What follows belongs to an exercise in optimizing a design on an open flow for small area, a short achievable clock period and few clock cycles; a production flow would make more cautious choices. In this exercise RTL edits were held to simulation tests only and were not proved equivalent to the original. No activity file was given, so power comes from the tool's default toggle rates.

[design/flow/flow/run.sh]
#!/bin/bash
# The standard layout (standard.sh) with one change: the buffers that
# global placement puts on every input and output port are
# sky130_fd_sc_hd__buf_2 instead of ORFS's default pick
# (sky130_fd_sc_hd__clkdlybuf4s50_1, a slow delay cell). Synthesis is the
# standard one, unchanged. Each step's full output goes to its own log here.
set -euo pipefail
bash standard.sh synth > synth.log 2>&1
bash standard.sh "BUFFER_PORTS_ARGS=-buffer_cell sky130_fd_sc_hd__buf_2" finish > layout.log 2>&1
[design/flow/standard.sh]
#!/bin/bash
# synth_recipe.tcl (not shown) runs the flow's synth.tcl, then flattens the netlist and writes it again
# the make line also repeats each setting of config.mk as NAME=value (left out here)
make -C /OpenROAD-flow-scripts/flow DESIGN_CONFIG=/design/flow/config.mk WORK_HOME=/design/flow/orfs CLKGATE_MAP_FILE= SYNTH_SCRIPT=/design/flow/synth_recipe.tcl "${@:-finish}"
[design/flow/config.mk]
export PLATFORM = sky130hd
export DESIGN_NAME = singleCycle
export DESIGN_NICKNAME = singleCycle
export VERILOG_FILES = /design/flow/design.v
export SDC_FILE = /design/flow/constraint.sdc
export NUM_CORES = 4
export LEC_CHECK = 0
export CAP_MARGIN = 20
export CORE_MARGIN = 2
export CORE_UTILIZATION = 40
export CTS_CLUSTER_DIAMETER = 80
export CTS_CLUSTER_SIZE = 22
export PLACE_DENSITY = 0.6
export SETUP_SLACK_MARGIN = 4.0
export SLEW_MARGIN = 20
export TNS_END_PERCENT = 100
[design/flow/constraint.sdc]
create_clock -name core_clock -period 7.0 [get_ports {clk_i}]
set_input_delay 1.4000 -clock core_clock [delete_from_list [all_inputs] [get_ports {clk_i}]]
set_output_delay 1.4000 -clock core_clock [all_outputs]
set_load 0.01 [all_outputs]
[design/flow/design.v]
module singleCycle
(
	input 			clk_i ,
	input 			rst_ni,
	input  [16:0]	io_sw_i  ,
	output [31:0]	imem_addr_o,
	input  [31:0]	imem_data_i,
	output [8:0]	dmem_addr_o,
	output 			dmem_we_o,
	output [31:0]	dmem_wdata_o,
	input  [31:0]	dmem_rdata_i,
	output [31:0]	io_lcd_o ,
	output [7:0]	io_ledg_o,
	output [16:0]	io_ledr_o,
	output [6:0]  	io_hex7_o, io_hex6_o, io_hex5_o, io_hex4_o, io_hex3_o, io_hex2_o, io_hex1_o, io_hex0_o
);
logic [12:2] pc;                  
logic [31:0] e_a, e_b;
logic [11:0] e_imm;               
logic [4:0]  e_shl, e_shr;        
logic [12:2] e_alt;               
logic [4:0]  e_rd;
logic        e_wen, e_load, e_store, e_br, e_jalr;
logic        e_kill;              
logic        e_pred, e_beq, e_uns;
logic        e_sub, e_s_sum, e_s_slt, e_s_xor, e_s_or, e_s_and;
logic        e_s_sll, e_s_sr, e_s_sra, e_s_b, e_m8, e_m16;
logic [2:0]  e_f3;
logic [31:0] m_res;
logic [15:0] m_sum_lo;
logic        m_c16;
logic        m_is_sum;
logic [10:2] m_addr;
logic [4:0]  m_rd;
logic        m_wen, m_load, m_we, m_iost;
logic        m_ld_mem, m_ld_sw, m_ld_io;
logic [2:0]  m_f3;
logic [31:0] rf [1:31];
logic [31:0] r_lcd;
logic [16:0] r_ledr;
logic [7:0]  r_ledg;
logic [6:0]  r_hex0, r_hex1, r_hex2, r_hex3, r_hex4, r_hex5, r_hex6, r_hex7;
wire [31:0] ir = imem_data_i;
assign imem_addr_o = {19'd0, pc, 2'b00};
wire [4:0] op  = ir[6:2];
wire [2:0] f3  = ir[14:12];
wire       b30 = ir[30];
wire [4:0] rs1 = ir[19:15];
wire [4:0] rs2 = ir[24:20];
wire [4:0] rd  = ir[11:7];
wire op_r     = (op == 5'b01100);
wire op_i     = (op == 5'b00100);
wire op_load  = (op == 5'b00000);
wire op_store = (op == 5'b01000);
wire op_br    = (op == 5'b11000);
wire op_jalr  = (op == 5'b11001);
wire op_jal   = (op == 5'b11011);
wire op_auipc = (op == 5'b00101);
wire r_ok    = op_r & ((f3 == 3'b000) | (f3 == 3'b101) | ~b30);
wire i_ok    = op_i & ((f3 != 3'b001) | ~b30);
wire ld_ok   = op_load & ((f3 == 3'b000) | (f3 == 3'b001) | (f3 == 3'b010) | (f3 == 3'b100) | (f3 == 3'b101));
wire st_ok   = op_store & ((f3 == 3'b000) | (f3 == 3'b001) | (f3 == 3'b010));
wire br_ok   = op_br & ((f3 == 3'b000) | (f3 == 3'b100) | (f3 == 3'b110));
wire jalr_ok = op_jalr & (f3 == 3'b000);
wire alu_ok  = r_ok | i_ok;
wire writes  = (alu_ok | ld_ok | jalr_ok | op_jal | op_auipc) & (rd != 5'd0);
wire [31:0] rv1 = (rs1 == 5'd0) ? 32'd0 : rf[rs1];
wire [31:0] rv2 = (rs2 == 5'd0) ? 32'd0 : rf[rs2];
wire use1 = ~(op_jal | op_auipc);
wire use2 = op_r | op_store | op_br;
wire ew   = e_wen & ~e_kill;
wire haz  = (use1 & ((ew & (e_rd == rs1)) | (m_wen & (m_rd == rs1)))) |
            (use2 & ((ew & (e_rd == rs2)) | (m_wen & (m_rd == rs2))));
wire [31:0] imm_i = {{20{ir[31]}}, ir[31:20]};
wire [31:0] imm_u = {ir[31:12], 12'd0};
wire [12:2] imm_b = {ir[31], ir[7], ir[30:25], ir[11:9]};
wire [12:2] imm_j = {ir[12], ir[20], ir[30:22]};
wire [12:2] pc_1  = pc + 11'd1;
wire [12:2] pc_4  = pc + 11'd4;
logic [10:0] bg [0:4];
logic [10:0] bp [0:4];
logic [10:0] jg [0:4];
logic [10:0] jp [0:4];
always_comb begin
	bg[0] = pc & imm_b;  bp[0] = pc ^ imm_b;
	jg[0] = pc & imm_j;  jp[0] = pc ^ imm_j;
	for (int l = 0; l < 4; l++)
		for (int i = 0; i < 11; i++)
			if (i >= (1 << l)) begin
				bg[l+1][i] = bg[l][i] | (bp[l][i] & bg[l][i - (1 << l)]);
				bp[l+1][i] = bp[l][i] & bp[l][i - (1 << l)];
				jg[l+1][i] = jg[l][i] | (jp[l][i] & jg[l][i - (1 << l)]);
				jp[l+1][i] = jp[l][i] & jp[l][i - (1 << l)];
			end else begin
				bg[l+1][i] = bg[l][i];
				bp[l+1][i] = bp[l][i];
				jg[l+1][i] = jg[l][i];
				jp[l+1][i] = jp[l][i];
			end
end
wire [12:2] pc_b  = bp[0] ^ {bg[4][9:0], 1'b0};
wire [12:2] pc_j  = jp[0] ^ {jg[4][9:0], 1'b0};
wire        same  = (rs1 == rs2);
wire        pred  = same ? ~f3[2] : (ir[31] | ((f3 == 3'b110) & (rs1 == 5'd0)));
logic        redirect;
logic [12:2] redirect_pc;
logic [12:2] pc_nxt;
always_comb begin
	if (redirect)            pc_nxt = redirect_pc;
	else if (haz)            pc_nxt = pc;
	else if (op_jal)         pc_nxt = pc_j;
	else if (br_ok)          pc_nxt = pred ? pc_b : pc_4;
	else                     pc_nxt = pc_1;
end
always_ff @(posedge clk_i, negedge rst_ni) begin
	if (!rst_ni) pc <= 11'd0;
	else         pc <= pc_nxt;
end
wire [31:0] link  = {19'd0, pc_1, 2'b00};
wire [31:0] a_nxt = op_auipc ? {19'd0, pc, 2'b00} : rv1;
logic [31:0] b_nxt;
always_comb begin
	if (op_r | op_store | op_br) b_nxt = rv2;
	else if (op_jal | op_jalr)   b_nxt = link;
	else if (op_auipc)           b_nxt = imm_u;
	else                         b_nxt = imm_i;
end
always_ff @(posedge clk_i, negedge rst_ni) begin
	if (!rst_ni) begin
		e_wen <= 1'b0; e_load <= 1'b0; e_store <= 1'b0; e_br <= 1'b0; e_jalr <= 1'b0;
		e_kill <= 1'b0;
	end else begin
		e_wen   <= ~haz & writes;
		e_load  <= ~haz & ld_ok;
		e_store <= ~haz & st_ok;
		e_br    <= ~haz & br_ok;
		e_jalr  <= ~haz & jalr_ok;
		e_kill  <= redirect;
	end
end
always_ff @(posedge clk_i) begin
	e_a    <= a_nxt;
	e_b    <= b_nxt;
	e_shl  <= b_nxt[4:0] & {5{(op_r | op_i) & (f3 == 3'b001)}};
	e_shr  <= b_nxt[4:0] & {5{(op_r | op_i) & (f3 == 3'b101)}};
	e_imm  <= op_store ? {ir[31:25], ir[11:7]} : ir[31:20];
	e_alt  <= pred ? pc_4 : pc_b;
	e_rd   <= rd;
	e_f3   <= f3;
	e_pred <= pred;
	e_beq  <= ~f3[2];
	e_uns  <= op_br ? f3[1] : f3[0];
	e_sub    <= op_r & b30 & (f3 == 3'b000);
	e_s_sum  <= ((op_r | op_i) & (f3 == 3'b000)) | op_auipc;
	e_s_slt  <= (op_r | op_i) & (f3[2:1] == 2'b01);
	e_s_xor  <= (op_r | op_i) & (f3 == 3'b100);
	e_s_or   <= (op_r | op_i) & (f3 == 3'b110);
	e_s_and  <= (op_r | op_i) & (f3 == 3'b111);
	e_s_sll  <= (op_r | op_i) & (f3 == 3'b001);
	e_s_sr   <= (op_r | op_i) & (f3 == 3'b101);
	e_s_sra  <= (op_r | op_i) & (f3 == 3'b101) & b30;
	e_s_b    <= op_jal | op_jalr | op_store;
	e_m8     <= op_store & (f3[1:0] == 2'b00);
	e_m16    <= op_store & (f3[1:0] != 2'b10);
end
wire [31:0] bx  = e_b ^ {32{e_sub}};
wire [16:0] sum_lo = {1'b0, e_a[15:0]} + {1'b0, bx[15:0]} + {16'd0, e_sub};
wire [31:0] ca = {e_a[31] ^ ~e_uns, e_a[30:0]};
wire [31:0] cb = {e_b[31] ^ ~e_uns, e_b[30:0]};
logic [31:0] clt [0:5];
logic [31:0] ceq [0:5];
always_comb begin
	clt[0] = ~ca & cb;
	ceq[0] = ~(ca ^ cb);
	for (int l = 1; l <= 5; l++) begin
		clt[l] = 32'd0;
		ceq[l] = 32'd0;
		for (int i = 0; i < (32 >> l); i++) begin
			clt[l][i] = clt[l-1][2*i+1] | (ceq[l-1][2*i+1] & clt[l-1][2*i]);
			ceq[l][i] = ceq[l-1][2*i+1] & ceq[l-1][2*i];
		end
	end
end
wire        lt   = clt[5][0];
wire        eq   = ceq[5][0];
wire [31:0] sll  = e_a << e_shl;
wire [32:0] sh_x = {e_s_sra & e_a[31], e_a};
wire [32:0] sh_r = $signed(sh_x) >>> e_shr;
wire [31:0] bmask = {{16{~e_m16}}, {8{~e_m8}}, 8'hFF};
wire [31:0] res =
	({32{e_s_sum}}  & {e_a[31:16] ^ bx[31:16], e_a[31:16] & bx[31:16]}) |
	({32{e_s_slt}}  & {31'd0, lt}) |
	({32{e_s_xor}}  & (e_a ^ e_b)) |
	({32{e_s_or}}   & (e_a | e_b)) |
	({32{e_s_and}}  & (e_a & e_b)) |
	({32{e_s_sll}}  & sll) |
	({32{e_s_sr}}   & sh_r[31:0]) |
	({32{e_s_b}}    & (e_b & bmask));
wire [12:0] ea = e_a[12:0] + {e_imm[11], e_imm};
wire taken = e_beq ? eq : lt;
assign redirect    = ~e_kill & (e_jalr | (e_br & (taken ^ e_pred)));
assign redirect_pc = e_jalr ? ea[12:2] : e_alt;
wire ea_io  = ea[11];
wire io_out = ea[11] & (ea[10:8] == 3'b000) & (ea[3:0] == 4'd0) & (ea[7:4] <= 4'hA);
wire io_sw  = (ea[11:0] == 12'h900);
always_ff @(posedge clk_i, negedge rst_ni) begin
	if (!rst_ni) begin
		m_wen <= 1'b0; m_load <= 1'b0; m_we <= 1'b0; m_iost <= 1'b0;
	end else begin
		m_wen  <= ew;
		m_load <= e_load;
		m_we   <= e_store & ~e_kill & ~ea_io;
		m_iost <= e_store & ~e_kill & io_out;
	end
end
always_ff @(posedge clk_i) begin
	m_res    <= res;
	m_sum_lo <= sum_lo[15:0];
	m_c16    <= sum_lo[16];
	m_is_sum <= e_s_sum;
	m_addr   <= ea[10:2];
	m_rd     <= e_rd;
	m_f3     <= e_f3;
	m_ld_mem <= ~ea_io;
	m_ld_sw  <= io_sw;
	m_ld_io  <= io_out;
end
assign dmem_addr_o  = m_addr;
assign dmem_we_o    = m_we;
assign dmem_wdata_o = m_res;
logic [31:0] io_rd;
always_comb begin
	case (m_addr[7:4])
		4'h0: io_rd = {25'd0, r_hex0};
		4'h1: io_rd = {25'd0, r_hex1};
		4'h2: io_rd = {25'd0, r_hex2};
		4'h3: io_rd = {25'd0, r_hex3};
		4'h4: io_rd = {25'd0, r_hex4};
		4'h5: io_rd = {25'd0, r_hex5};
		4'h6: io_rd = {25'd0, r_hex6};
		4'h7: io_rd = {25'd0, r_hex7};
		4'h8: io_rd = {15'd0, r_ledr};
		4'h9: io_rd = {24'd0, r_ledg};
		4'hA: io_rd = r_lcd;
		default: io_rd = 32'd0;
	endcase
end
wire [31:0] ld_raw = ({32{m_ld_mem}} & dmem_rdata_i) |
                     ({32{m_ld_sw}}  & {15'd0, io_sw_i}) |
                     ({32{m_ld_io}}  & io_rd);
logic [31:0] ld_val;
always_comb begin
	case (m_f3)
		3'b000:  ld_val = {{24{ld_raw[7]}},  ld_raw[7:0]};
		3'b001:  ld_val = {{16{ld_raw[15]}}, ld_raw[15:0]};
		3'b100:  ld_val = {24'd0, ld_raw[7:0]};
		3'b101:  ld_val = {16'd0, ld_raw[15:0]};
		default: ld_val = ld_raw;
	endcase
end
logic [15:0] kg [0:4];
logic [15:0] kp [0:4];
always_comb begin
	kp[0] = m_res[31:16];
	kg[0] = m_res[15:0];
	kg[0][0] = m_res[0] | (m_res[16] & m_c16);
	for (int l = 0; l < 4; l++)
		for (int i = 0; i < 16; i++)
			if (i >= (1 << l)) begin
				kg[l+1][i] = kg[l][i] | (kp[l][i] & kg[l][i - (1 << l)]);
				kp[l+1][i] = kp[l][i] & kp[l][i - (1 << l)];
			end else begin
				kg[l+1][i] = kg[l][i];
				kp[l+1][i] = kp[l][i];
			end
end
wire [15:0] sum_hi = m_res[31:16] ^ {kg[4][14:0], m_c16};
wire [31:0] wb = m_load ? ld_val : (m_is_sum ? {sum_hi, m_sum_lo} : m_res);
always_ff @(posedge clk_i) begin
	for (int i = 1; i < 32; i++)
		if (m_wen && m_rd == i[4:0]) rf[i] <= wb;
end
always_ff @(posedge clk_i, negedge rst_ni) begin
	if (!rst_ni) begin
		r_lcd  <= 32'd0;
		r_ledr <= 17'd0;
		r_ledg <= 8'd0;
		r_hex0 <= 7'd0; r_hex1 <= 7'd0; r_hex2 <= 7'd0; r_hex3 <= 7'd0;
		r_hex4 <= 7'd0; r_hex5 <= 7'd0; r_hex6 <= 7'd0; r_hex7 <= 7'd0;
	end else if (m_iost) begin
		case (m_addr[7:4])
			4'h8: r_ledr <= m_res[16:0];
			4'h9: r_ledg <= m_res[7:0];
			4'hA: r_lcd  <= m_res;
			4'h0: r_hex0 <= m_res[6:0];
			4'h1: r_hex1 <= m_res[6:0];
			4'h2: r_hex2 <= m_res[6:0];
			4'h3: r_hex3 <= m_res[6:0];
			4'h4: r_hex4 <= m_res[6:0];
			4'h5: r_hex5 <= m_res[6:0];
			4'h6: r_hex6 <= m_res[6:0];
			4'h7: r_hex7 <= m_res[6:0];
			default: ;
		endcase
	end
end
assign io_lcd_o  = r_lcd;
assign io_ledr_o = r_ledr;
assign io_ledg_o = r_ledg;
assign io_hex0_o = r_hex0;
assign io_hex1_o = r_hex1;
assign io_hex2_o = r_hex2;
assign io_hex3_o = r_hex3;
assign io_hex4_o = r_hex4;
assign io_hex5_o = r_hex5;
assign io_hex6_o = r_hex6;
assign io_hex7_o = r_hex7;
endmodule
==> metrics.log, run 1 <==
[metrics] cell area after technology mapping: 63500 um^2
[metrics] ratio of total power to cell area: 235 nW/um^2
[metrics] Detailed Route Iter0 Violations: 13858
[metrics] per-cell via count in the routed design: 7.28
[metrics] cell area after layout: 75900 um^2
[metrics] Global Route Usage Sum: 0.371
[metrics] Post-Place Cell Area: 68300 um^2
[metrics] XOR/XNOR Fraction of Synth Area: 0.0173
[metrics] mean area per synthesized cell: 12.0 um^2
[metrics] final cycle utilization of the critical path: 0.477
[metrics] number of pins exceeding their max-slew limit in the final report: 0
[metrics] wire length per cell after detailed routing: 39.9 um
[metrics] first-pass GRT wire length: 421 mm
[metrics] clock share of power: 0.287
[metrics] number of primary I/O pins: 270
[metrics] layout cell share with drive strength beyond 1: 0.250
[metrics] measured slew at the worst slew-check pin: 1.33 ns
[metrics] floorplan die height: 402 um
[metrics] final routed DRC violation total: 0
[metrics] critical path launch point type: primary input
[metrics] maximum cell stage delay along the critical path: 1.06 ns
[metrics] kind of cell adding the most delay to the critical path: compound AO/OA/AOI/OAI gates
[metrics] Num CTS Buffers: 78
[metrics] Relative slew margins: 0.102
[metrics] H-tree level count: 3
[metrics] Crit. End Element: register
[metrics] dpl hpwl: 177 mm
[metrics] number of sinks on the clock net: 1316
[metrics] total number of placement rows: 146
[metrics] area fraction in compound gates after synthesis: 0.190
[metrics] instance count of the mapped netlist: 5273
[metrics] Max Clock Freq: 0.299 GHz
[metrics] setup repair after global routing missed its margin: true
[metrics] vias in the first global route: 52385
[metrics] internal power contribution: 12.3 mW
[metrics] total vias in the final route: 57117
[metrics] Final min period: 3.34 ns
[metrics] area added between synthesis and finish: 19.6%
[metrics] MaxCap Viol Count: 0
[metrics] Synth Flop Type: sky130_fd_sc_hd__edfxtp_1
[metrics] required time of the worst setup path: 7.54 ns
[metrics] simple-gate share of the synthesized area: 0.0878
[metrics] Floorplan Core Area: 158000 um^2
[metrics] peak supply drop: 0.207 mV
[metrics] FF+latch count, synth: 1316
[metrics] Final GP Congestion: 0.973
[metrics] Critical path buffers and inverters: 2
[metrics] run status: no timing/DRC/antenna violations
[metrics] number of placed cells counting well taps: 7395
[metrics] Initial Util: 0.402
[metrics] Distinct cells, synth: 101
[metrics] TritonCTS clock tree: done
[metrics] setup tns final: 0 ns
[metrics] clock slew seen by the registers of the worst setup and hold paths: 0.09 ns
[metrics] maximum clock insertion buffer count: 3
[metrics] mux contribution to synthesized area: 0.0550
[metrics] CP max stage cell: sky130_fd_sc_hd__o21ai_0
[metrics] Initial DRT Pass Iterations: 14
[metrics] input/output buffers: 246
[metrics] number of failing hold endpoints at the final stage: 0
[metrics] clock root buffer: sky130_fd_sc_hd__clkbuf_16
[metrics] Switching Share: 0.309
[metrics] latest clock arrival within the worst-skew pair: 0.78 ns
[metrics] worst min-delay path class: register to register
[metrics] NumNets Final: 5956
[metrics] largest family of logic cells by synthesized area: compound AO/OA/AOI/OAI gates
[metrics] async set or reset register ratio after synthesis: 0.102
[metrics] Routed Antenna Nets: 0
[metrics] post-synthesis share of cell area spent on full adders, half adders and majority gates: 0.0320
[metrics] core utilization of the finished layout: 0.480
[metrics] fin cells: 7847
[metrics] Leak: 27.4 nW
[metrics] Worst EP arrival: 3.88 ns
[metrics] Switch Pwr: 5.50 mW
[metrics] die area: 162000 um^2
[metrics] number of synthesized flops with an enable pin: 992
[metrics] Post-CTS Hold Buffers: 0
[metrics] share of the yosys chip area belonging to registers: 0.582
[metrics] crit-path max FO: 14
[metrics] routed wire length: 313 mm
[metrics] number of antenna violations at the first check in global routing: 29
[metrics] Critical Setup Path Class: primary input to register
[metrics] number of endpoints failing setup at the final stage: 0
[metrics] die boundary width: 402 um
[metrics] pin count of the biggest net entering global routing: 82
[metrics] clk_skew: 0.0752 ns
[metrics] global route total overflow: 0
[metrics] cells along the critical path: buf_4, or2_4, buf_12, or3_4, o21ai_0, a21oi_2
[metrics] share of total power in combinational logic: 0.203
[metrics] fraction of power consumed by sequential logic: 0.509
[metrics] total number of yosys warnings: 42
cell type report:
| type | count | area, um^2 |
|---|---|---|
| antenna | 15 | 37.5 |
| clock buffer | 96 | 2050 |
| clock inverter | 31 | 424 |
| fill | 13781 | 82100 |
| inverter | 130 | 495 |
| multi-input combinational | 3449 | 26600 |
| sequential | 1316 | 37100 |
| tap | 2072 | 2590 |
| timing repair buffer | 738 | 6580 |
per-stage QoR:
| step | total power [mW] | worst slack, ns | hold slack (ns) |
|---|---|---|---|
| floorplan | 10.9 | 3.72 | 0.310 |
| global placement | 12.1 | 1.99 | 0.311 |
| detailed placement | 12.1 | 1.91 | 0.312 |
| CTS | 17.5 | 4.00 | 0.291 |
| global route | 18.2 | 3.92 | 0.288 |
| finish | 17.8 | 3.66 | 0.286 |
state kept, by name, indices dropped and copies added, names as in the netlist, 12 cells and up:
| name | flops |
|---|---|
| e_imm | 12 |
| e_b | 32 |
| rf | 992 |
| r_ledr | 17 |
| r_lcd | 32 |
| m_sum_lo | 16 |
| m_res | 32 |
| e_a | 32 |
worst register-to-register path, cell delays in order (launching register included):
cell and delay, ns:
sky130_fd_sc_hd__dfxtp_1 0.76, sky130_fd_sc_hd__clkinv_2 0.63, sky130_fd_sc_hd__mux2_2 0.54, sky130_fd_sc_hd__a221oi_1 0.50, sky130_fd_sc_hd__o311ai_0 0.33
power by group through the flow:
stage / logic [mW] / registers, mW / clock network [mW]
final: 3.62 / 9.08 / 5.12
after global routing: 3.79 / 9.09 / 5.36
after CTS: 3.34 / 9.06 / 5.11
after detailed placement: 2.85 / 9.22 / 0
after global placement: 2.83 / 9.22 / 0
after floorplan: 1.88 / 9.03 / 0
cells by family after synthesis:
group | count (synthesis)
xor gates and xnor gates | 125
DFF | 1316
other | 1
and+or+nand+nor | 1140
AOI/OAI and AO/OA | 1710
muxes | 281
buffers and inverters | 540
adders and majority gates | 160
final timing paths:
kind	startpoint	end	slack (ns)	cells after the start
worst max-delay path	imem_data_i[18]	e_a[25]	3.66	6
worst min-delay path	e_f3[1]	m_f3[1]	0.29	0
worst max register to register	e_shl[2]	m_res[20]	4.00	4
worst min register to register	e_f3[1]	m_f3[1]	0.29	0
max in group asynchronous	rst_ni	r_hex0[1]	5.00	2
min in group asynchronous	rst_ni	r_lcd[31]	0.70	1
routing by layer:
layer	routed length, um	global-route usage	vias to the layer above
li1	-	-	21660
met5	568	0.00743	-
met2	125000	0.521	6087
met3	56600	0.188	1838
met4	28600	0.241	30
met1	103000	0.445	27502
repair_timing:
item	4_1_cts	5_1_grt
resized for setup	335	143
setup endpoints to repair	901	521
cloned	21	4
pin swaps	89	59
hold endpoints to repair	0	0
setup buffers	210	75
cell usage in the layout (no fill, tap or decap), types with 98 or more instances in the layout:
cell type | synthesis | layout
sky130_fd_sc_hd__edfxtp_1 | 992 | 992
sky130_fd_sc_hd__inv_1 | 127 | 125
sky130_fd_sc_hd__o21ai_0 | 244 | 213
sky130_fd_sc_hd__a22oi_1 | 849 | 838
sky130_fd_sc_hd__mux2_2 | 140 | 138
sky130_fd_sc_hd__nand4_1 | 145 | 145
sky130_fd_sc_hd__dfxtp_1 | 190 | 129
sky130_fd_sc_hd__nor2_1 | 240 | 141
sky130_fd_sc_hd__dfrtp_1 | 134 | 122
sky130_fd_sc_hd__nand2_1 | 352 | 351
sky130_fd_sc_hd__a21oi_1 | 226 | 179
sky130_fd_sc_hd__ha_1 | 156 | 150
sky130_fd_sc_hd__mux2i_1 | 101 | 98
sky130_fd_sc_hd__buf_2 | 72 | 235
sky130_fd_sc_hd__buf_4 | 32 | 346
synth_stat cells, types with 40 or more instances:
master                     number  area [um^2]
sky130_fd_sc_hd__edfxtp_1     992        29800
sky130_fd_sc_hd__a22oi_1      849         6370
sky130_fd_sc_hd__nand2_1      352         1320
sky130_fd_sc_hd__clkbuf_1     245          920
sky130_fd_sc_hd__o21ai_0      244         1220
sky130_fd_sc_hd__nor2_1       240          901
sky130_fd_sc_hd__a21oi_1      226         1130
sky130_fd_sc_hd__dfxtp_1      190         3800
sky130_fd_sc_hd__ha_1         156         1950
sky130_fd_sc_hd__nand4_1      145          907
sky130_fd_sc_hd__mux2_2       140         1580
sky130_fd_sc_hd__dfrtp_1      134         3350
sky130_fd_sc_hd__inv_1        127          477
sky130_fd_sc_hd__nor3_1       111          556
sky130_fd_sc_hd__mux2i_1      101         1010
sky130_fd_sc_hd__nand3_1       92          460
sky130_fd_sc_hd__a222oi_1      74          741
sky130_fd_sc_hd__buf_2         72          360
sky130_fd_sc_hd__xor2_1        68          596
sky130_fd_sc_hd__buf_1         58          218
sky130_fd_sc_hd__xnor2_1       57          499
sky130_fd_sc_hd__a221oi_1      42          368
sky130_fd_sc_hd__mux4_2        40          901
Testbench counts, summed over its fixed seeds: cycles 61,333.
==> run 2, diff against run 1 <==
--- a/design/flow/design.v
+++ b/design/flow/design.v
@@ -143,4 +143,4 @@
 	e_b    <= b_nxt;
-	e_shl  <= b_nxt[4:0] & {5{(op_r | op_i) & (f3 == 3'b001)}};
-	e_shr  <= b_nxt[4:0] & {5{(op_r | op_i) & (f3 == 3'b101)}};
+	e_shl  <= op_r ? rv2[4:0] : ir[24:20];
+	e_shr  <= op_r ? rv2[4:0] : (ir[24:20] & {5{op_i}});
 	e_imm  <= op_store ? {ir[31:25], ir[11:7]} : ir[31:20];
--- a/design/flow/config.mk
+++ b/design/flow/config.mk
@@ -9,6 +9,6 @@
 export CORE_MARGIN = 2
-export CORE_UTILIZATION = 40
+export CORE_UTILIZATION = 35
 export CTS_CLUSTER_DIAMETER = 80
 export CTS_CLUSTER_SIZE = 22
-export PLACE_DENSITY = 0.6
+export PLACE_DENSITY = 0.55
 export SETUP_SLACK_MARGIN = 4.0
==> metrics.log, run 2 <==
[metrics] Initial DRT Pass Iterations: 13
[metrics] internal power contribution: 12.7 mW
[metrics] total number of placement rows: 156
[metrics] clock share of power: 0.271
[metrics] clk_skew: 0.0531 ns
[metrics] most frequent CP cell: sky130_fd_sc_hd__buf_4
[metrics] die boundary width: 430 um
[metrics] Worst EP arrival: 3.69 ns
[metrics] number of failing hold endpoints at the final stage: 0
[metrics] Switch Pwr: 5.96 mW
[metrics] number of endpoints failing setup at the final stage: 0
[metrics] layout cell share with drive strength beyond 1: 0.276
[metrics] per-cell via count in the routed design: 7.05
[metrics] wire length per cell after detailed routing: 40.6 um
[metrics] most common cell after layout, fill and taps aside: sky130_fd_sc_hd__edfxtp_1
[metrics] Synth area leaders: sky130_fd_sc_hd__edfxtp_1 (47%), sky130_fd_sc_hd__a22oi_1 (7.9%), sky130_fd_sc_hd__dfxtp_1 (6.0%)
[metrics] MaxCap Viol Count: 0
[metrics] maximum cell stage delay along the critical path: 0.69 ns
[metrics] clock root buffer: sky130_fd_sc_hd__clkbuf_16
[metrics] worst min-delay path class: register to register
[metrics] Initial Util: 0.352
[metrics] cells along the critical path: buf_16, nand3b_1, buf_4, buf_4, nor2_4, buf_4, a22oi_1, nand2_1, nor2_1, nand4_1, nor4_2, o21ai_1
[metrics] mean area per synthesized cell: 12.1 um^2
[metrics] area added between synthesis and finish: 23.6%
[metrics] portion of synthesized cell area occupied by the leading cell type: 0.470
[metrics] Relative slew margins: 0.206
[metrics] Crit. End Element: register
[metrics] cell area after technology mapping: 63400 um^2
[metrics] crit-path max FO: 16
[metrics] peak supply drop: 0.161 mV
[metrics] dominant cell type by area after synthesis: sky130_fd_sc_hd__edfxtp_1
[metrics] floorplan die height: 430 um
[metrics] final routed DRC violation total: 0
[metrics] run status: no timing/DRC/antenna violations
[metrics] ratio of total power to cell area: 238 nW/um^2
[metrics] maximum clock insertion buffer count: 3
[metrics] required time of the worst setup path: 7.58 ns
[metrics] Critical Path Source: imem_data_i[21]
[metrics] Floorplan Core Area: 180000 um^2
[metrics] share of total power in combinational logic: 0.241
[metrics] total vias in the final route: 57809
[metrics] pin count of the biggest net entering global routing: 74
[metrics] critical path launch point type: primary input
[metrics] setup tns final: 0 ns
[metrics] number of synthesized flops with an enable pin: 992
[metrics] latest clock arrival within the worst-skew pair: 0.76 ns
[metrics] input/output buffers: 246
[metrics] die area: 185000 um^2
[metrics] vias in the first global route: 52356
[metrics] Post-CTS Hold Buffers: 0
[metrics] FF-to-FF path depth: 3
[metrics] flip-flop count of the largest register, all copies and words added: 992
[metrics] Switching Share: 0.319
[metrics] Distinct cells, synth: 97
[metrics] number of sinks on the clock net: 1316
[metrics] commonest cells after routing, fill and taps aside: sky130_fd_sc_hd__edfxtp_1 (992), sky130_fd_sc_hd__a22oi_1 (656), sky130_fd_sc_hd__buf_4 (431)
[metrics] setup repair after global routing missed its margin: true
[metrics] cell types with the highest counts after synthesis: sky130_fd_sc_hd__edfxtp_1 (992), sky130_fd_sc_hd__a22oi_1 (668), sky130_fd_sc_hd__nand2_1 (365)
[metrics] async set or reset register ratio after synthesis: 0.102
[metrics] TritonCTS clock tree: done
[metrics] H-tree level count: 3
[metrics] number of primary I/O pins: 270
[metrics] FF+latch count, synth: 1316
[metrics] share of the yosys chip area belonging to registers: 0.583
[metrics] final cycle utilization of the critical path: 0.445
[metrics] Final GP Congestion: 0.980
[metrics] Num CTS Buffers: 78
[metrics] number of antenna violations at the first check in global routing: 23
[metrics] routed wire length: 333 mm
[metrics] register containing the most flip-flops in the final layout: rf
[metrics] CP max stage cell: sky130_fd_sc_hd__nor4_2
[metrics] instance count of the mapped netlist: 5230
[metrics] Filler Cells Inserted: 16484
[metrics] Final min period: 3.11 ns
[metrics] Leak: 28.5 nW
[metrics] Detailed Route Iter0 Violations: 12987
[metrics] Routed Antenna Nets: 0
[metrics] global route total overflow: 0
[metrics] core utilization of the finished layout: 0.435
[metrics] first-pass GRT wire length: 436 mm
[metrics] hold path start: e_f3[1]
[metrics] Global Route Usage Sum: 0.338
[metrics] Critical Setup Path Class: primary input to register
[metrics] Max Clock Freq: 0.321 GHz
[metrics] total number of yosys warnings: 42
[metrics] start of the worst register-to-register path: m_rd[1]
[metrics] hold-critical path depth: 0
[metrics] measured slew at the worst slew-check pin: 1.19 ns
[metrics] cell with the most instances after synthesis: sky130_fd_sc_hd__edfxtp_1
[metrics] Synth Flop Type: sky130_fd_sc_hd__edfxtp_1
[metrics] dpl hpwl: 185 mm
[metrics] clock slew seen by the registers of the worst setup and hold paths: 0.08 ns
[metrics] NumNets Final: 6021
[metrics] number of pins exceeding their max-slew limit in the final report: 0
[metrics] fraction of power consumed by sequential logic: 0.488
## run 2: cell count changes after synthesis, sizes merged, moves of 13 or more
cell / before / now
a21oi: 226 / 210
buf: 165 / 80
nor2: 242 / 255
a221oi: 43 / 128
inv: 129 / 113
nor3: 113 / 64
nand3: 93 / 114
a22o: 33 / 122
clkbuf: 245 / 324
nor4: 33 / 50
a211oi: 19 / 32
nand4: 145 / 123
a22oi: 849 / 668
## run 2: cell families after synthesis
family / synth area share
mux: 0.0567
xor+xnor: 0.0175
simple gates: 0.0844
compound gates: 0.194
flops: 0.583
other cells: 0.0000591
fa+ha+maj: 0.0320
buf+inv: 0.0325
## run 2: repair_timing
action | in CTS | in global routing
pin swaps | 114 | 115
gates resized for setup | 411 | 241
gates cloned | 25 | 19
endpoints found under the setup margin | 1135 | 649
setup buffers | 232 | 136
## run 2: worst paths after layout
| check | end | slack, ns |
|---|---|---|
| setup / recovery | e_b[19] | 3.89 |
| hold / removal | m_f3[1] | 0.33 |
| setup reg to reg | rf[10][1] | 3.96 |
| hold reg to reg | m_f3[1] | 0.33 |
| max in group asynchronous | r_hex0[2] | 4.93 |
| min in group asynchronous | r_ledr[12] | 0.70 |
## run 2: routing by layer
metal,track usage,vias to the layer above,share of wire
met5,0,-,0.0034
met4,0.186,24,0.079
met3,0.174,1688,0.18
met2,0.483,6141,0.40
met1,0.411,28118,0.33
li1,-,21838,-
## run 2: metrics by stage
step,area (um^2),total power [mW],worst slack (ns),cells,hold WS (ns)
after floorplan,64100,11.2,3.64,5250,0.310
after global placement,68800,12.5,1.70,7653,0.310
after detailed placement,68900,12.5,1.78,7655,0.318
after CTS,75700,18.1,3.98,8029,0.333
after global routing,78400,19.1,3.89,8187,0.343
final,78400,18.7,3.89,8197,0.335
## run 2: critical path, delay by kind of cell
kind | cells | cell delay [ns]
and+or+nand+nor | 6 | 1.26
buffers and inverters | 4 | 0.64
AOI/OAI and AO/OA | 2 | 0.35
## run 2: layout make-up
class | count | area (um^2) | share of cell area
Sequential cell | 1316 | 37200 | 0.475
Multi-Input combinational cell | 3435 | 27800 | 0.354
Timing Repair Buffer | 832 | 7570 | 0.0966
Tap cell | 2370 | 2970 | 0.0378
Clock buffer | 89 | 2020 | 0.0258
Inverter | 115 | 459 | 0.00586
Clock inverter | 28 | 362 | 0.00461
Antenna cell | 12 | 30.0 | 0.000383
## run 2: power groups by stage
stage          clock (mW)  sequential [mW]  combinational [mW]
2_1_floorplan           0             9.06                2.13
3_3_place_gp            0             9.32                3.20
3_5_place_dp            0             9.32                3.23
4_1_cts              5.04             9.11                3.99
5_1_grt              5.28             9.12                4.68
6_report             5.05             9.11                4.50
Testbench counts of run 2, summed over its fixed seeds: cycles 61,333.
==> run 3, diff against run 2 <==
--- a/design/flow/design.v
+++ b/design/flow/design.v
@@ -143,4 +143,4 @@
 	e_b    <= b_nxt;
-	e_shl  <= op_r ? rv2[4:0] : ir[24:20];
-	e_shr  <= op_r ? rv2[4:0] : (ir[24:20] & {5{op_i}});
+	e_shl  <= b_nxt[4:0] & {5{(op_r | op_i) & (f3 == 3'b001)}};
+	e_shr  <= b_nxt[4:0] & {5{(op_r | op_i) & (f3 == 3'b101)}};
 	e_imm  <= op_store ? {ir[31:25], ir[11:7]} : ir[31:20];
==> design/flow/run.sh (new file) <==
#!/bin/bash
# synth_recipe.tcl (not shown) runs the flow's synth.tcl, then flattens the netlist and writes it again
# the make line also repeats each setting of config.mk as NAME=value (left out here)
make -C /OpenROAD-flow-scripts/flow DESIGN_CONFIG=/design/flow/config.mk WORK_HOME=/design/flow/orfs CLKGATE_MAP_FILE= SYNTH_SCRIPT=/design/flow/synth_recipe.tcl finish
removed: design/flow/flow/run.sh
removed: design/flow/standard.sh
==> metrics.log, run 3 <==
[metrics] input/output buffers: 246
[metrics] Num CTS Buffers: 79
[metrics] Worst EP arrival: 3.72 ns
[metrics] required time of the worst setup path: 7.56 ns
[metrics] number of primary I/O pins: 270
[metrics] Filler Cells Inserted: 16384
[metrics] setup repair after global routing missed its margin: true
[metrics] async set or reset register ratio after synthesis: 0.102
[metrics] MaxCap Viol Count: 0
[metrics] clock share of power: 0.284
[metrics] cell area after layout: 79700 um^2
[metrics] setup tns final: 0 ns
[metrics] peak supply drop: 0.181 mV
[metrics] Initial Util: 0.352
[metrics] area used by multi-input combinational logic: 27100 um^2
[metrics] most common cell after layout, fill and taps aside: sky130_fd_sc_hd__edfxtp_1
[metrics] FF+latch count, synth: 1316
[metrics] number of placed cells counting well taps: 7727
[metrics] number of antenna violations at the first check in global routing: 21
[metrics] cells along the critical path: buf_6, buf_8, nand3b_1, buf_4, nor2_4, buf_6, a22oi_1, nand2_1, nor3_1, a21oi_2
[metrics] number of pins exceeding their max-slew limit in the final report: 0
[metrics] latest clock arrival within the worst-skew pair: 0.78 ns
[metrics] Critical Setup Path Class: primary input to register
[metrics] core utilization of the finished layout: 0.441
[metrics] Detailed Route Iter0 Violations: 13024
[metrics] clock root buffer: sky130_fd_sc_hd__clkbuf_16
[metrics] vias in the first global route: 53459
[metrics] total number of yosys warnings: 42
[metrics] first-pass GRT wire length: 446 mm
[metrics] Initial DRT Pass Iterations: 14
[metrics] number of endpoints failing setup at the final stage: 0
[metrics] dominant cell type by area after synthesis: sky130_fd_sc_hd__edfxtp_1
[metrics] final setup slack of the worst path: 3.84 ns
[metrics] global route total overflow: 0
[metrics] H-tree level count: 3
[metrics] cell types with the highest counts after synthesis: sky130_fd_sc_hd__edfxtp_1 (992), sky130_fd_sc_hd__a22oi_1 (849), sky130_fd_sc_hd__nand2_1 (352)
[metrics] commonest cells after routing, fill and taps aside: sky130_fd_sc_hd__edfxtp_1 (992), sky130_fd_sc_hd__a22oi_1 (836), sky130_fd_sc_hd__buf_4 (457)
[metrics] cell area after technology mapping: 63500 um^2
[metrics] Post-Place Cell Area: 70200 um^2
[metrics] measured slew at the worst slew-check pin: 1.24 ns
[metrics] layout cell share with drive strength beyond 1: 0.246
[metrics] die boundary width: 430 um
[metrics] clock slew seen by the registers of the worst setup and hold paths: 0.09 ns
[metrics] clk_skew: 0.0740 ns
[metrics] most frequent CP cell: sky130_fd_sc_hd__buf_6
[metrics] Relative slew margins: 0.175
[metrics] per-cell via count in the routed design: 7.00
[metrics] NumNets Final: 6133
[metrics] total number of placement rows: 156
[metrics] number of failing hold endpoints at the final stage: 0
[metrics] wire length per cell after detailed routing: 40.3 um
[metrics] crit-path max FO: 31
[metrics] Distinct cells, synth: 101
[metrics] mean area per synthesized cell: 12.0 um^2
[metrics] pin count of the biggest net entering global routing: 75
[metrics] ratio of total power to cell area: 229 nW/um^2
[metrics] TritonCTS clock tree: done
[metrics] hold_ws: 0.331 ns
[metrics] worst min-delay path class: register to register
[metrics] Placement Setup Slack: 1.54 ns
[metrics] Floorplan Core Area: 181000 um^2
[metrics] routed wire length: 336 mm
[metrics] fin cells: 8322
[metrics] Final min period: 3.16 ns
[metrics] Crit. End Element: register
[metrics] die area: 185000 um^2
[metrics] instance count of the mapped netlist: 5273
[metrics] critical path launch point type: primary input
[metrics] area added between synthesis and finish: 25.6%
[metrics] run status: no timing/DRC/antenna violations
[metrics] Switching Share: 0.312
[metrics] final cycle utilization of the critical path: 0.451
[metrics] Storage cell area: 37200 um^2
[metrics] Routed Antenna Nets: 0
[metrics] register containing the most flip-flops in the final layout: rf
[metrics] Switch Pwr: 5.70 mW
[metrics] dpl hpwl: 191 mm
[metrics] fraction of power consumed by sequential logic: 0.491
[metrics] share of the yosys chip area belonging to registers: 0.582
[metrics] number of sinks on the clock net: 1316
[metrics] CP max stage cell: sky130_fd_sc_hd__buf_6
[metrics] Final GP Congestion: 0.972
[metrics] internal power contribution: 12.6 mW
[metrics] Synth area leaders: sky130_fd_sc_hd__edfxtp_1 (47%), sky130_fd_sc_hd__a22oi_1 (10%), sky130_fd_sc_hd__dfxtp_1 (6.0%)
[metrics] maximum cell stage delay along the critical path: 0.54 ns
[metrics] flip-flop count of the largest register, all copies and words added: 992
[metrics] Total Power Consumption: 18.3 mW
[metrics] maximum clock insertion buffer count: 3
[metrics] Synth Flop Type: sky130_fd_sc_hd__edfxtp_1
[metrics] final routed DRC violation total: 0
[metrics] Global Route Usage Sum: 0.347
[metrics] portion of synthesized cell area occupied by the leading cell type: 0.469
[metrics] number of synthesized flops with an enable pin: 992
[metrics] cell with the most instances after synthesis: sky130_fd_sc_hd__edfxtp_1
[metrics] Max Clock Freq: 0.317 GHz
[metrics] total vias in the final route: 58233
[metrics] Leak: 29.0 nW
[metrics] floorplan die height: 430 um
[metrics] share of total power in combinational logic: 0.225
-- run 3: changes by cell type in the layout (fill, tap and decap cells not counted), sizes merged, moves of 16 or more --
cell and delta:
nand3 -23, buf -148, a22oi +181, a221oi -85
nand4 +22, dlygate4sd2 +170, nor3 +49, clkdlybuf4s50 +50
inv +21, a22o -89, nor4 -17, a21oi +16
-- run 3: final timing paths --
path,slack [ns],start,cells after the start,endpoint
min reg2reg,0.33,e_f3[1],0,m_f3[1]
min,0.33,e_f3[1],0,m_f3[1]
min in group asynchronous,0.70,rst_ni,1,r_lcd[31]
max in group asynchronous,4.93,rst_ni,2,r_hex3[5]
max,3.84,imem_data_i[17],10,e_a[19]
max reg2reg,3.94,e_a[31],11,pc[10]
-- run 3: worst max-delay path: cells and delay by family --
kind / cells / cell delay (ns)
buf+inv: 4 / 1.03
simple gates: 4 / 0.56
compound gates: 2 / 0.65
-- run 3: what timing repair did --
item / 4_1_cts / 5_1_grt
pin swaps: 98 / 60
hold buffers: 0 / 0
gates cloned: 25 / 4
gates resized for setup: 704 / 165
buffers inserted: 350 / 70
hold endpoints to repair: 0 / 0
endpoints found under the setup margin: 1126 / 671
-- run 3: area by class of cell --
cell class              count  area share
diodes                     18    0.000565
clock inverters            35     0.00576
repair buffers            906       0.117
flip-flops and latches   1316       0.467
inverters                 130     0.00625
clock buffers              90      0.0261
multi-input cells        3457       0.340
well taps                2370      0.0372
-- run 3: power by group through the flow --
stage | Combinational (mW) | Clock [mW] | Sequential, mW
detailed placement | 3.02 | 0 | 9.23
global route | 4.26 | 5.44 | 8.98
finish | 4.10 | 5.19 | 8.96
global placement | 3.00 | 0 | 9.22
CTS | 3.76 | 5.19 | 8.96
floorplan | 1.88 | 0 | 9.03
-- run 3: kinds of logic after synthesis --
family,synth area share
buffers and inverters,0.0356
AOI/OAI and AO/OA,0.190
and+or+nand+nor,0.0878
muxes,0.0550
adders and majority gates,0.0320
xor gates and xnor gates,0.0173
DFF,0.582
other,0.0000591
-- run 3: metal layers --
metal / vias to the layer above / part of all wire / global-route usage / wire length [um]
met3: 1767 / 0.17 / 0.171 / 57900
met2: 5964 / 0.41 / 0.497 / 136000
li1: 22081 / - / - / -
met5: - / 0.00085 / 0.00364 / 286
met4: 18 / 0.087 / 0.225 / 29100
met1: 28403 / 0.33 / 0.411 / 112000
Testbench counts of run 3, summed over its fixed seeds: cycles 61,333.

==> port drivers added, routing unchanged <==
Ports are ideal in the flow. The routed layouts listed here were re-timed in OpenROAD.
Step 1 sets driving cells, clkbuf_16 on the clock port and buf_2 on the other inputs (assumed; they add their load-dependent delay and slew).
Step 2 also shifts input and output timing later by t, the mid clock arrival at the registers, as if the neighbouring blocks saw the same clock.
Three values: no drivers, after step 1, after step 2; two values: the first two.
| run | t, ns | slack for setup (ns) | pins driven straight from the clock port |
|---|---|---|---|
| run 1 | 0.827 | 3.658 / 3.663 / 2.836 | 1 |
| run 2 | 0.826 | 3.886 / 3.816 / 2.990 | 1 |
| run 3 | 0.830 | 3.845 / 3.816 / 2.986 | 1 |
After both steps setup and hold are still met in every run listed. For run 2, which loses most, drivers alone change the setup slack by -0.070 ns; drivers and shift together by -0.896 ns.
